What follows belongs to an exercise in optimizing a design on an open flow for small area and a short achievable clock period; a production flow would make more cautious choices.
In this exercise RTL edits were held to simulation tests only and were not proved equivalent to the original.
Power figures rest on the tool's default switching activity, not on a simulated workload.

===== flow/run.sh =====
#!/bin/bash
# synth_recipe.tcl (not shown) runs the flow's synth.tcl, then flattens the netlist and writes it again
# the make line also repeats each setting of config.mk as NAME=value (left out here)
make -C /OpenROAD-flow-scripts/flow DESIGN_CONFIG=/design/flow/config.mk WORK_HOME=/design/flow/orfs CLKGATE_MAP_FILE= SYNTH_SCRIPT=/design/flow/synth_recipe.tcl finish

===== flow/config.mk =====
export PLATFORM = sky130hd
export DESIGN_NAME = data_path
export DESIGN_NICKNAME = data_path
export VERILOG_FILES = /design/flow/design.v
export SDC_FILE = /design/flow/constraint.sdc
export NUM_CORES = 4
export LEC_CHECK = 0
export CAP_MARGIN = 20
export CELL_PAD_IN_SITES_DETAIL_PLACEMENT = 1
export CELL_PAD_IN_SITES_GLOBAL_PLACEMENT = 2
export CORE_MARGIN = 2
export CORE_UTILIZATION = 35
export PLACE_DENSITY = 0.42
export SLEW_MARGIN = 20

===== flow/constraint.sdc =====
create_clock -name core_clock -period 15.0 [get_ports {clk}]
set_input_delay 3.0000 -clock core_clock [delete_from_list [all_inputs] [get_ports {clk}]]
set_output_delay 3.0000 -clock core_clock [all_outputs]
set_load 0.01 [all_outputs]

===== flow/design.v =====
`default_nettype none
module alu(
    input  wire [31:0] src_ina,
    input  wire [31:0] src_inb,
    input  wire [2:0]  alu_control,
    input  wire        swap,
    output reg  [31:0] alu_result,
    output wire [3:0]  alu_flags
);
    wire [31:0] a = swap ? src_inb : src_ina;
    wire [31:0] b = swap ? src_ina : src_inb;
    wire        sub = alu_control[0];
    wire [32:0] sum = {1'b0, a} + {1'b0, b ^ {32{sub}}} + {32'd0, sub};
    wire        cout = sum[32] ^ sub;
    always @(*) begin
        case (alu_control)
            3'b000, 3'b001, 3'b100, 3'b101: alu_result = sum[31:0];
            3'b010: alu_result = a & b;
            3'b011: alu_result = a | b;
            3'b111: alu_result = a ^ b;
            default: alu_result = 32'b0;
        endcase
    end
    wire zero     = (alu_result == 32'b0);
    wire neg      = alu_result[31];
    wire overflow = ~alu_control[1] & ((a[31] ^ b[31]) == sub) & (a[31] ^ alu_result[31]);
    wire carry    = ~alu_control[1] & cout;
    assign alu_flags = {neg, zero, carry, overflow};
endmodule
`default_nettype none
module cond_check(
    input  wire [3:0] cond,
    input  wire [3:0] flags,
    output reg        cond_ex
);
    wire neg, zero, carry, overflow;
    assign {neg, zero, carry, overflow} = flags;
    always @(*) begin
        case (cond)
            4'b0000: cond_ex = zero;
            4'b0001: cond_ex = ~zero;
            4'b0010: cond_ex = carry;
            4'b0011: cond_ex = ~carry;
            4'b0100: cond_ex = neg;
            4'b0101: cond_ex = ~neg;
            4'b0110: cond_ex = overflow;
            4'b0111: cond_ex = ~overflow;
            4'b1000: cond_ex = ~zero & carry;
            4'b1001: cond_ex = zero | ~carry;
            4'b1010: cond_ex = ~(neg ^ overflow);
            4'b1011: cond_ex = neg ^ overflow;
            4'b1100: cond_ex = ~zero & ~(neg ^ overflow);
            4'b1101: cond_ex = zero | (neg ^ overflow);
            4'b1110: cond_ex = 1'b1;
            default: cond_ex = 1'b0;
        endcase
    end
endmodule
`default_nettype none
module decoder(
    input  wire [31:0] instr_d,
    output wire        pcs,
    output wire        reg_w,
    output wire        mem_w,
    output wire        mem_to_reg,
    output wire        alu_src,
    output wire [1:0]  imm_src,
    output wire [1:0]  reg_src,
    output reg  [2:0]  alu_control,
    output wire [1:0]  flag_w,
    output wire        shift_flag,
    output wire        swap,
    output wire        branch,
    output wire        link,
    output wire        interrupt_svc,
    output wire        mul_flag,
    output wire        mul_control
);
    wire [1:0] op    = instr_d[27:26];
    wire [5:0] funct = instr_d[25:20];
    wire [3:0] cmd   = funct[4:1];
    wire is_bx  = (funct == 6'b010010);
    wire is_mul = (funct == 6'b000000) && (instr_d[7:4] == 4'b1001);
    wire is_psr = (funct == 6'b010000) || (funct == 6'b010100) || (funct == 6'b010110);
    reg [9:0] control;
    always @(*) begin
        case (op)
            2'd0:
                if (funct[5])     control = 10'b0001001001;
                else if (is_bx)   control = 10'b1000000010;
                else if (is_mul)  control = 10'b0001001001;
                else if (is_psr)  control = 10'b0000000000;
                else              control = 10'b0000001001;
            2'd1:
                if (funct[0])     control = 10'b0101011000;
                else              control = 10'b0011010100;
            2'd2:                 control = 10'b1001100010;
            default:
                if (funct[5])     control = 10'b1001100010;
                else              control = 10'b0001001001;
        endcase
    end
    wire alu_op;
    assign {branch, mem_to_reg, mem_w, alu_src, imm_src, reg_w, reg_src, alu_op} = control;
    always @(*) begin
        alu_control = 3'b000;
        if (alu_op)
            case (cmd)
                4'b0010, 4'b1010, 4'b0011: alu_control = 3'b001;
                4'b0000, 4'b1000:          alu_control = 3'b010;
                4'b1100:                   alu_control = 3'b011;
                4'b0101:                   alu_control = 3'b100;
                4'b0001, 4'b1001:          alu_control = 3'b111;
                default:                   alu_control = 3'b000;
            endcase
    end
    assign mul_flag      = is_mul;
    assign mul_control   = instr_d[21];
    assign interrupt_svc = (op == 2'd3);
    assign link          = (branch & (funct[5:4] == 2'b11)) | (op == 2'd3);
    assign flag_w[1]     = alu_op & funct[0];
    assign flag_w[0]     = alu_op & funct[0] & (alu_control[2:1] == 2'b00);
    assign shift_flag    = (cmd == 4'b1101) | (branch & is_bx);
    assign swap          = (cmd == 4'b0011) | (branch & is_bx);
    assign pcs           = ((instr_d[15:12] == 4'd15) & reg_w) | branch;
endmodule
`default_nettype none
module data_path (
    input  wire        clk,
    input  wire        reset,
    input  wire [31:0] instr,
    input  wire [31:0] read_data,
    input  wire        irq,
    input  wire        firq,
    output wire [31:0] pc,
    output wire [31:0] addr_data,
    output wire [31:0] write_data,
    output wire        we
);
    genvar g;
    reg  [31:0] pc_f;
    reg  [31:0] instr_d;
    reg         pc_src_e, reg_write_e, mem_to_reg_e, mem_write_e;
    reg  [2:0]  alu_control_e;
    reg         branch_e, alu_src_e, shift_flag_e, swap_e;
    reg  [1:0]  flag_write_e;
    reg  [3:0]  cond_e;
    reg  [31:0] rd1_e, rd2_e, rs_e;
    reg  [25:0] ext_imm_e;
    reg  [3:0]  wa3_e;
    reg  [1:0]  int_req_e;
    reg         mul_control_e;
    reg  [1:0]  sh_kind_e;
    reg  [4:0]  sh_amt_e;
    reg         sh_big_e;
    reg         fam, faw, fbm, fbw;
    reg  [3:0]  flags;
    reg         pc_src_m, reg_write_m, mem_to_reg_m, mem_write_m;
    reg  [31:0] alu_result_m, write_data_m;
    reg  [3:0]  wa3_m;
    reg         pc_src_w, reg_write_w, mem_to_reg_w;
    reg  [31:0] read_draw_w, alu_out_w;
    reg  [3:0]  wa3_w;
    wire [31:0] result_w = mem_to_reg_w ? read_draw_w : alu_out_w;
    wire        pc_src_d, reg_write_d, mem_to_reg_d, mem_write_d, alu_src_d;
    wire [1:0]  imm_src_d, reg_src_d, flag_write_d;
    wire [2:0]  alu_control_d;
    wire        shift_flag_d, swap_d, branch_d, link_d, svc_d;
    wire        mul_flag_d, mul_control_d;
    decoder decoder_u(
        .instr_d(instr_d), .pcs(pc_src_d), .reg_w(reg_write_d),
        .mem_w(mem_write_d), .mem_to_reg(mem_to_reg_d), .alu_src(alu_src_d),
        .imm_src(imm_src_d), .reg_src(reg_src_d), .alu_control(alu_control_d),
        .flag_w(flag_write_d), .shift_flag(shift_flag_d), .swap(swap_d),
        .branch(branch_d), .link(link_d), .interrupt_svc(svc_d),
        .mul_flag(mul_flag_d), .mul_control(mul_control_d));
    wire [3:0] ra1_d = reg_src_d[0] ? 4'd15 :
                       mul_flag_d   ? instr_d[15:12] : instr_d[19:16];
    wire [3:0] ra2_d = reg_src_d[1] ? instr_d[15:12] : instr_d[3:0];
    wire [3:0] ra4_d = instr_d[11:8];
    wire [3:0] wa3_d = mul_flag_d ? instr_d[19:16] : instr_d[15:12];
    wire m_fiq = firq;
    wire m_irq = ~firq & irq;
    wire m_svc = ~firq & ~irq & svc_d;
    wire m_usr = ~firq & ~irq & ~svc_d;
    wire ldr_stall = ((ra1_d == wa3_e) | (ra2_d == wa3_e)) & mem_to_reg_e;
    wire [31:0] pc_plus4 = pc_f + 32'd4;
    wire [31:0] pc_plus8 = pc_f + 32'd8;
    wire        we3      = reg_write_w;
    wire        link_w   = ~we3 & link_d & m_usr;
    wire        clear_rf = reset & ~we3 & ~link_d;
    wire [31:0] wdata    = we3 ? result_w : link_d ? pc_plus4 : 32'd0;
    wire        whz      = |wdata[31:5];
    wire [25:0] rf_en;
    wire [32:0] rf_q [0:25];
    generate
        for (g = 0; g < 26; g = g + 1) begin : g_rf
            localparam integer LR = (g < 15) ? g : (g < 22) ? g - 7 :
                                    (g < 24) ? g - 9 : g - 11;
            wire hit = we3 & (wa3_w == LR);
            wire sel = (g < 8)  ? 1'b1 :
                       (g < 13) ? ~m_fiq :
                       (g < 15) ? m_usr :
                       (g < 22) ? m_fiq :
                       (g < 24) ? m_irq : m_svc;
            assign rf_en[g] = (hit & sel) | clear_rf | ((g == 14) ? link_w : 1'b0);
            reg [32:0] q;
            always @(posedge clk)
                if (rf_en[g]) q <= {whz, wdata};
            assign rf_q[g] = q;
        end
    endgenerate
    wire [32:0] lr [0:15];
    generate
        for (g = 0; g < 8; g = g + 1) begin : g_lo
            assign lr[g] = rf_q[g];
        end
        for (g = 8; g < 13; g = g + 1) begin : g_mid
            assign lr[g] = m_fiq ? rf_q[g + 7] : rf_q[g];
        end
        for (g = 13; g < 15; g = g + 1) begin : g_hi
            assign lr[g] = m_fiq ? rf_q[g + 7] :
                           m_irq ? rf_q[g + 9] :
                           m_svc ? rf_q[g + 11] : rf_q[g];
        end
    endgenerate
    assign lr[15] = {|pc_plus8[31:5], pc_plus8};
    wire [32:0] rd1_x = lr[ra1_d];
    wire [32:0] rd2_x = lr[ra2_d];
    wire [32:0] rs_x  = lr[ra4_d];
    wire [32:0] rd3_x = lr[wa3_w];
    wire [31:0] rd1_d = rd1_x[31:0];
    wire [31:0] rd2_d = rd2_x[31:0];
    wire [31:0] rs_d  = rs_x[31:0];
    wire [25:0] ext_imm_d = (imm_src_d == 2'b00) ? {18'b0, instr_d[7:0]} :
                            (imm_src_d == 2'b01) ? {14'b0, instr_d[11:0]} :
                            (imm_src_d == 2'b10) ? {instr_d[23:0], 2'b00} : 26'b0;
    localparam [1:0] SK_LSL = 2'd0, SK_LSR = 2'd1, SK_ROR = 2'd2, SK_IMM = 2'd3;
    wire        i11_4_zero = (instr_d[11:4] == 8'b0);
    wire        regsh      = instr_d[4];
    wire [4:0]  amt        = regsh ? rd3_x[4:0] : instr_d[11:7];
    wire        big        = regsh & rd3_x[32];
    reg  [1:0]  sh_kind_d;
    reg  [4:0]  sh_amt_d;
    reg         sh_big_d;
    always @(*) begin
        sh_kind_d = SK_ROR;
        sh_amt_d  = 5'd0;
        sh_big_d  = 1'b0;
        if (alu_src_d) begin
            if (i11_4_zero) sh_kind_d = SK_IMM;
            else begin sh_kind_d = SK_LSR; sh_big_d = 1'b1; end
        end else if (instr_d[7:4] == 4'b0001) begin
            sh_kind_d = SK_ROR;
        end else case (instr_d[6:5])
            2'b00: if (i11_4_zero) begin sh_kind_d = SK_LSR; sh_big_d = 1'b1; end
                   else begin sh_kind_d = SK_LSL; sh_amt_d = amt; sh_big_d = big; end
            2'b11: begin sh_kind_d = SK_ROR; sh_amt_d = amt; end
            default: begin sh_kind_d = SK_LSR; sh_amt_d = amt; sh_big_d = big; end
        endcase
    end
    wire [31:0] instr_n = (reset | ldr_stall) ? 32'b0 : instr;
    wire [1:0]  reg_src_n;
    wire        mul_flag_n;
    decoder decoder_n(
        .instr_d(instr_n), .pcs(), .reg_w(), .mem_w(), .mem_to_reg(),
        .alu_src(), .imm_src(), .reg_src(reg_src_n), .alu_control(),
        .flag_w(), .shift_flag(), .swap(), .branch(), .link(),
        .interrupt_svc(), .mul_flag(mul_flag_n), .mul_control());
    wire [3:0] ra1_n = reg_src_n[0] ? 4'd15 :
                       mul_flag_n   ? instr_n[15:12] : instr_n[19:16];
    wire [3:0] ra2_n = reg_src_n[1] ? instr_n[15:12] : instr_n[3:0];
    always @(posedge clk) begin
        fam <= ~reset & reg_write_e & (ra1_n == wa3_e);
        faw <= ~reset & reg_write_m & (ra1_n == wa3_m);
        fbm <= ~reset & reg_write_e & (ra2_n == wa3_e);
        fbw <= ~reset & reg_write_m & (ra2_n == wa3_m);
    end
    wire        cond_ex;
    cond_check cond_check_u(.cond(cond_e), .flags(flags), .cond_ex(cond_ex));
    wire        branch_take_e = branch_e & cond_ex;
    wire        flush_e = reset | ldr_stall | branch_take_e;
    always @(posedge clk) begin
        if (flush_e) begin
            pc_src_e      <= 1'b0;
            reg_write_e   <= 1'b0;
            mem_to_reg_e  <= 1'b0;
            mem_write_e   <= 1'b0;
            alu_control_e <= 3'b0;
            branch_e      <= 1'b0;
            alu_src_e     <= 1'b0;
            flag_write_e  <= 2'b0;
            rd1_e         <= 32'b0;
            rd2_e         <= 32'b0;
            rs_e          <= 32'b0;
            wa3_e         <= 4'b0;
            shift_flag_e  <= 1'b0;
            swap_e        <= 1'b0;
            int_req_e     <= 2'b0;
        end else begin
            pc_src_e      <= pc_src_d;
            reg_write_e   <= reg_write_d;
            mem_to_reg_e  <= mem_to_reg_d;
            mem_write_e   <= mem_write_d;
            alu_control_e <= alu_control_d;
            branch_e      <= branch_d;
            alu_src_e     <= alu_src_d;
            flag_write_e  <= flag_write_d;
            rd1_e         <= rd1_d;
            rd2_e         <= rd2_d;
            rs_e          <= rs_d;
            wa3_e         <= wa3_d;
            shift_flag_e  <= shift_flag_d;
            swap_e        <= swap_d;
            int_req_e     <= {m_irq | m_svc, m_fiq | m_svc};
        end
    end
    always @(posedge clk) begin
        cond_e        <= instr_d[31:28];
        ext_imm_e     <= ext_imm_d;
        mul_control_e <= mul_control_d;
        sh_kind_e     <= sh_kind_d;
        sh_amt_e      <= sh_amt_d;
        sh_big_e      <= sh_big_d;
    end
    wire [31:0] ext_imm_x = {{6{ext_imm_e[25]}}, ext_imm_e};
    wire [31:0] src_a = fam ? alu_result_m : faw ? result_w : rd1_e;
    wire [31:0] src_b = fbm ? alu_result_m : fbw ? result_w : rd2_e;
    wire [31:0] src_bi = alu_src_e ? ext_imm_x : src_b;
    wire [31:0] alu_result;
    wire [3:0]  alu_flags;
    alu alu_u(.src_ina(src_a), .src_inb(src_bi), .alu_control(alu_control_e),
              .swap(swap_e), .alu_result(alu_result), .alu_flags(alu_flags));
    wire [31:0] mul_out = rd1_e * rs_e + (mul_control_e ? rd2_e : 32'd0);
    wire [4:0]  rot_amt = (sh_kind_e == SK_LSL) ? (5'd0 - sh_amt_e) : sh_amt_e;
    wire [31:0] rot_s0 = rot_amt[0] ? {rd2_e[0],     rd2_e[31:1]}  : rd2_e;
    wire [31:0] rot_s1 = rot_amt[1] ? {rot_s0[1:0],  rot_s0[31:2]} : rot_s0;
    wire [31:0] rot_s2 = rot_amt[2] ? {rot_s1[3:0],  rot_s1[31:4]} : rot_s1;
    wire [31:0] rot_s3 = rot_amt[3] ? {rot_s2[7:0],  rot_s2[31:8]} : rot_s2;
    wire [31:0] rot    = rot_amt[4] ? {rot_s3[15:0], rot_s3[31:16]} : rot_s3;
    wire [31:0] sh_mask;
    generate
        for (g = 0; g < 32; g = g + 1) begin : g_mask
            assign sh_mask[g] = ~sh_big_e &
                ((sh_kind_e == SK_LSL) ? (sh_amt_e <= g) :
                 (sh_kind_e == SK_LSR) ? (sh_amt_e <= 31 - g) : 1'b1);
        end
    endgenerate
    wire [31:0] shift_out = (sh_kind_e == SK_IMM) ? ext_imm_x : (rot & sh_mask);
    wire [31:0] alu_result_e = shift_flag_e ? shift_out :
                               mul_flag_d   ? mul_out : alu_result;
    always @(posedge clk or posedge reset) begin
        if (reset) flags <= 4'b0;
        else begin
            if (flag_write_e[1]) flags[3:2] <= alu_flags[3:2];
            if (flag_write_e[0]) flags[1:0] <= alu_flags[1:0];
        end
    end
    wire        interrupt_e = |int_req_e;
    wire [31:0] interrupt_vector_e = (int_req_e == 2'd1) ? 32'h1c :
                                     (int_req_e == 2'd2) ? 32'h18 :
                                     (int_req_e == 2'd3) ? 32'h08 : 32'h0;
    always @(posedge clk) begin
        if (reset) begin
            pc_src_m     <= 1'b0;
            reg_write_m  <= 1'b0;
            mem_to_reg_m <= 1'b0;
            mem_write_m  <= 1'b0;
            write_data_m <= 32'b0;
            wa3_m        <= 4'b0;
            alu_result_m <= 32'b0;
        end else begin
            pc_src_m     <= pc_src_e;
            reg_write_m  <= reg_write_e;
            mem_to_reg_m <= mem_to_reg_e;
            mem_write_m  <= mem_write_e;
            write_data_m <= src_b;
            wa3_m        <= wa3_e;
            alu_result_m <= alu_result_e;
        end
    end
    always @(posedge clk) begin
        if (reset) begin
            pc_src_w     <= 1'b0;
            reg_write_w  <= 1'b0;
            mem_to_reg_w <= 1'b0;
            wa3_w        <= 4'b0;
        end else begin
            pc_src_w     <= pc_src_m;
            reg_write_w  <= reg_write_m;
            mem_to_reg_w <= mem_to_reg_m;
            wa3_w        <= wa3_m;
        end
    end
    always @(posedge clk) begin
        read_draw_w <= read_data;
        alu_out_w   <= alu_result_m;
    end
    wire stall_f = ldr_stall | pc_src_d | pc_src_e | pc_src_m;
    wire [31:0] pc_alt  = interrupt_e ? interrupt_vector_e :
                          pc_src_w    ? result_w : pc_plus4;
    wire [31:0] pc_next = branch_take_e ? alu_result_e : pc_alt;
    always @(posedge clk or posedge reset) begin
        if (reset) pc_f <= 32'b0;
        else if (!stall_f) pc_f <= pc_next;
    end
    always @(posedge clk) begin
        if (reset | ldr_stall) instr_d <= 32'b0;
        else instr_d <= instr;
    end
    assign pc         = pc_f;
    assign addr_data  = alu_result_m;
    assign write_data = write_data_m;
    assign we         = mem_write_m;
endmodule

==> results.cfg <==
[run_status]
outcome = no timing/DRC/antenna violations

[route]
vias = 67878
post_drt_via_cell_ratio = 6.17
met2WireLength_mm = 192
drt_first_pass_iters = 9
final_antenna_net_count = 0
dr_wl_met3_mm = 32.0
wl_mm = 421
wl_met1_mm = 172
maxUsedRoutingLayer = met5
avgRoutedWirePerCell_um = 38.3
drc = 0
drt-initial-drc-count = 7744

[placement]
placed_area_um2 = 86000
hpwl_mm = 296
place_congestion = 0.970
portBuffers = 164

[clocking]
cts_resized = 0
cts_max_level = 4
cts_hold_buffers = 0
cts_setup_buffers = 0
clock_sinks = 1230
tritoncts = yes
path_clk_slew_ns = 0.06
clockRootBuffer = clkbuf_16
worstSkewPairLatency_ns = 0.87
cts_buffers = 151
clockBufferDepth = 3

[power]
power_density_nw_per_um2 = 134
power_mw = 12.2
peakVddDrop_v = 0.0000922
p_leak_nw = 35.2

[floorplanning]
ioPinCount = 165
die_width_um = 481
coreArea_um2 = 227000
start_util_pct = 35.1
die_y_um = 481
rows = 175
fp.dieArea_um2 = 231000

[synth]
yosysWarningCount = 4
synth-async-reset-ratio_pct = 2.93
synth.avg_cell_area_um2 = 10.2
seq_area_frac_synth_pct = 42.0
synth_seq_cells = 1230
synth_top_cell_area_share_pct = 32.4
synth_edf_count = 858
synthCells = 7766
synth.area.top_cells = edfxtp_1, fa_1, dfxtp_1
synth_ff_type = edfxtp_1
synth_area_leader_cell = edfxtp_1
syn-cell-area_um2 = 79600
synth.distinct_cells = 101
synth_nets = 8512

[worst_setup_path]
cp_max_fo = 17
r2r_start = rd1_e[16]$_SDFF_PP0_
reg2regPathDepth = 27
crit_type = reg -> reg
cp-end-kind = flop
endpoint = pc_f[28]$_DFFE_PP0P_
startpoint_type = flop
crit_required_ns = 15.70
critPathArrivalTime_ns = 9.40
reg2reg_to = pc_f[28]$_DFFE_PP0P_
startpoint = rd1_e[16]$_SDFF_PP0_
reg2reg_slack_ns = 6.29

[finish]
final_common_cell = edfxtp_1
final_area_um2 = 91300
mostFrequentLayoutCells = edfxtp_1, nand2_1, inv_1
final_nets = 8602
drive_gt1_share_pct = 10.9
syn2layout_area_growth_pct = 14.8

[sta]
rsz0062_at_grt = no
hold_viol = 0
final-setup-viol-count = 0
slew_viol_final = 0
setup_tns_ns = 0
finalCritPeriodShare_pct = 58.0
fmax_mhz = 115
worst_slew_pin_slew_ns = 1.29
relSlewSlack_pct = 11.4
fin_crit_ns = 8.71
clock_skew_ns = 0.0934

[run]
maxCapViolCount = 0

[grt]
grt_pass1_vias = 68409
grt_pass1_wl_mm = 580
track_usage_pct = 36.0
grt_antenna_before_repair = 32
grt_max_degree = 123
gr-total-overflow = 0

[hold_path]
hold_path_class = reg -> reg
-- synth_stat cells (41+ instances only) --
cell / count
a21oi_1: 329
nand2_1: 774
clkbuf_1: 409
a211oi_1: 88
ha_1: 239
o21ai_0: 490
fa_1: 439
nor3_1: 76
o2111ai_1: 42
and2_1: 439
edfxtp_1: 858
mux2_2: 128
nand4_1: 76
inv_1: 607
buf_1: 54
a22oi_1: 183
nor2_1: 521
mux2i_1: 305
xor2_1: 94
xnor2_1: 122
a221oi_1: 202
o22ai_1: 123
dfxtp_1: 336
a22o_1: 41
nand3_1: 118
-- how the worst min path moves through the flow --
stage | from | to | slack [ns] | cells after the start
2_1_floorplan | instr_d[28]$_SDFF_PP0_ | cond_e[0]$_DFF_P_ | 0.31 | 0
3_3_place_gp | instr_d[30]$_SDFF_PP0_ | cond_e[2]$_DFF_P_ | 0.31 | 0
3_5_place_dp | instr_d[29]$_SDFF_PP0_ | cond_e[1]$_DFF_P_ | 0.33 | 0
4_1_cts | instr_d[29]$_SDFF_PP0_ | cond_e[1]$_DFF_P_ | 0.34 | 0
5_1_grt | instr_d[29]$_SDFF_PP0_ | cond_e[1]$_DFF_P_ | 0.35 | 0
6_report | instr_d[29]$_SDFF_PP0_ | cond_e[1]$_DFF_P_ | 0.33 | 0
-- flip-flops by register name, indices dropped and copies added (netlist names), 5 cells and up, named ones only --
name / cells
alu_out_w: 32
alu_result_m: 32
ext_imm_e: 26
g_rf.q: 858
instr_d: 32
pc_f: 32
rd1_e: 32
rd2_e: 32
read_draw_w: 32
rs_e: 32
sh_amt_e: 5
write_data_m: 32
-- final cells by class --
type | count | area [µm²]
antenna | 17 | 42.5
clock buffer | 185 | 4060
clock inverter | 90 | 1220
fill | 24720 | 135000
inverter | 615 | 2310
multi-input combinational | 5416 | 42700
sequential | 1230 | 33400
tap | 3009 | 3760
timing repair buffer | 442 | 3750
-- kinds of logic after synthesis --
logic type      after synthesis  share of synthesized area, %
simple gates               2217                          13.3
compound gates             1831                          15.4
flops                      1230                          42.0
buf+inv                    1120                          5.40
fa+ha+maj                   678                          14.8
mux                         473                          6.77
xor+xnor                    217                          2.40
-- through the flow --
step | utilization [%] | cells | setup slack (ns) | hold WS [ns]
after global placement | 37.9 | 10705 | 6.39 | 0.313
after floorplan | - | 7766 | 7.35 | 0.310
after detailed placement | 37.9 | 10711 | 6.24 | 0.326
after global routing | 40.3 | 10988 | 5.84 | 0.347
final | 40.3 | 11004 | 6.29 | 0.335
after CTS | 40.3 | 10986 | 6.21 | 0.345
-- report_power, final --
part	leakage, nW	switching, mW	internal [mW]
combinational	20.7	2.69	1.25
sequential	12.0	0.361	3.99
clock	2.53	1.68	2.22
-- metal layers --
metal	vias up	track usage, %
met5	-	0
met4	18	18.4
met3	1043	6.41
met2	3490	56.9
met1	35312	47.1
li1	28015	-
-- critical path: stages (launching register included) --
cell and delay, ns:
dfxtp_1 0.93, nand2_1 0.17, fa_1 0.53, inv_1 0.06
fa_1 0.44, fa_1 0.52, inv_1 0.07, fa_1 0.53
inv_1 0.05, fa_1 0.49, inv_1 0.05, fa_1 0.53
inv_1 0.05, fa_1 0.48, inv_1 0.05, fa_1 0.48
inv_1 0.04, ha_1 0.34, and3_1 0.26, a2111oi_0 0.58
nand4_1 0.23, a31oi_1 0.31, o21ai_0 0.26, a311oi_1 0.39
o31ai_1 0.14, o21ai_0 0.31, o221ai_1 0.16, o21a_1 0.14

## port drivers added, routing unchanged
Ports are ideal in the flow. The routed layout listed here was re-timed in OpenROAD.
Step 1: set_driving_cell puts a clkbuf_16 on clk and a buf_2 on each other input, an assumption about the parent block.
Step 2 also shifts input and output timing later by t, the mid clock arrival at the registers, as if the neighbouring blocks saw the same clock.
Three values: ideal, step 1, step 2; two values: the first two.
shift t [ns]: 0.928
setup slack, ns: 6.294 / 6.294 / 6.294
worst data-port slew with drivers (ns): 0.08
After both steps setup and hold are still met in this run. The setup slack of this run moves by 0.000 ns with the drivers and by 0.000 ns with both steps.
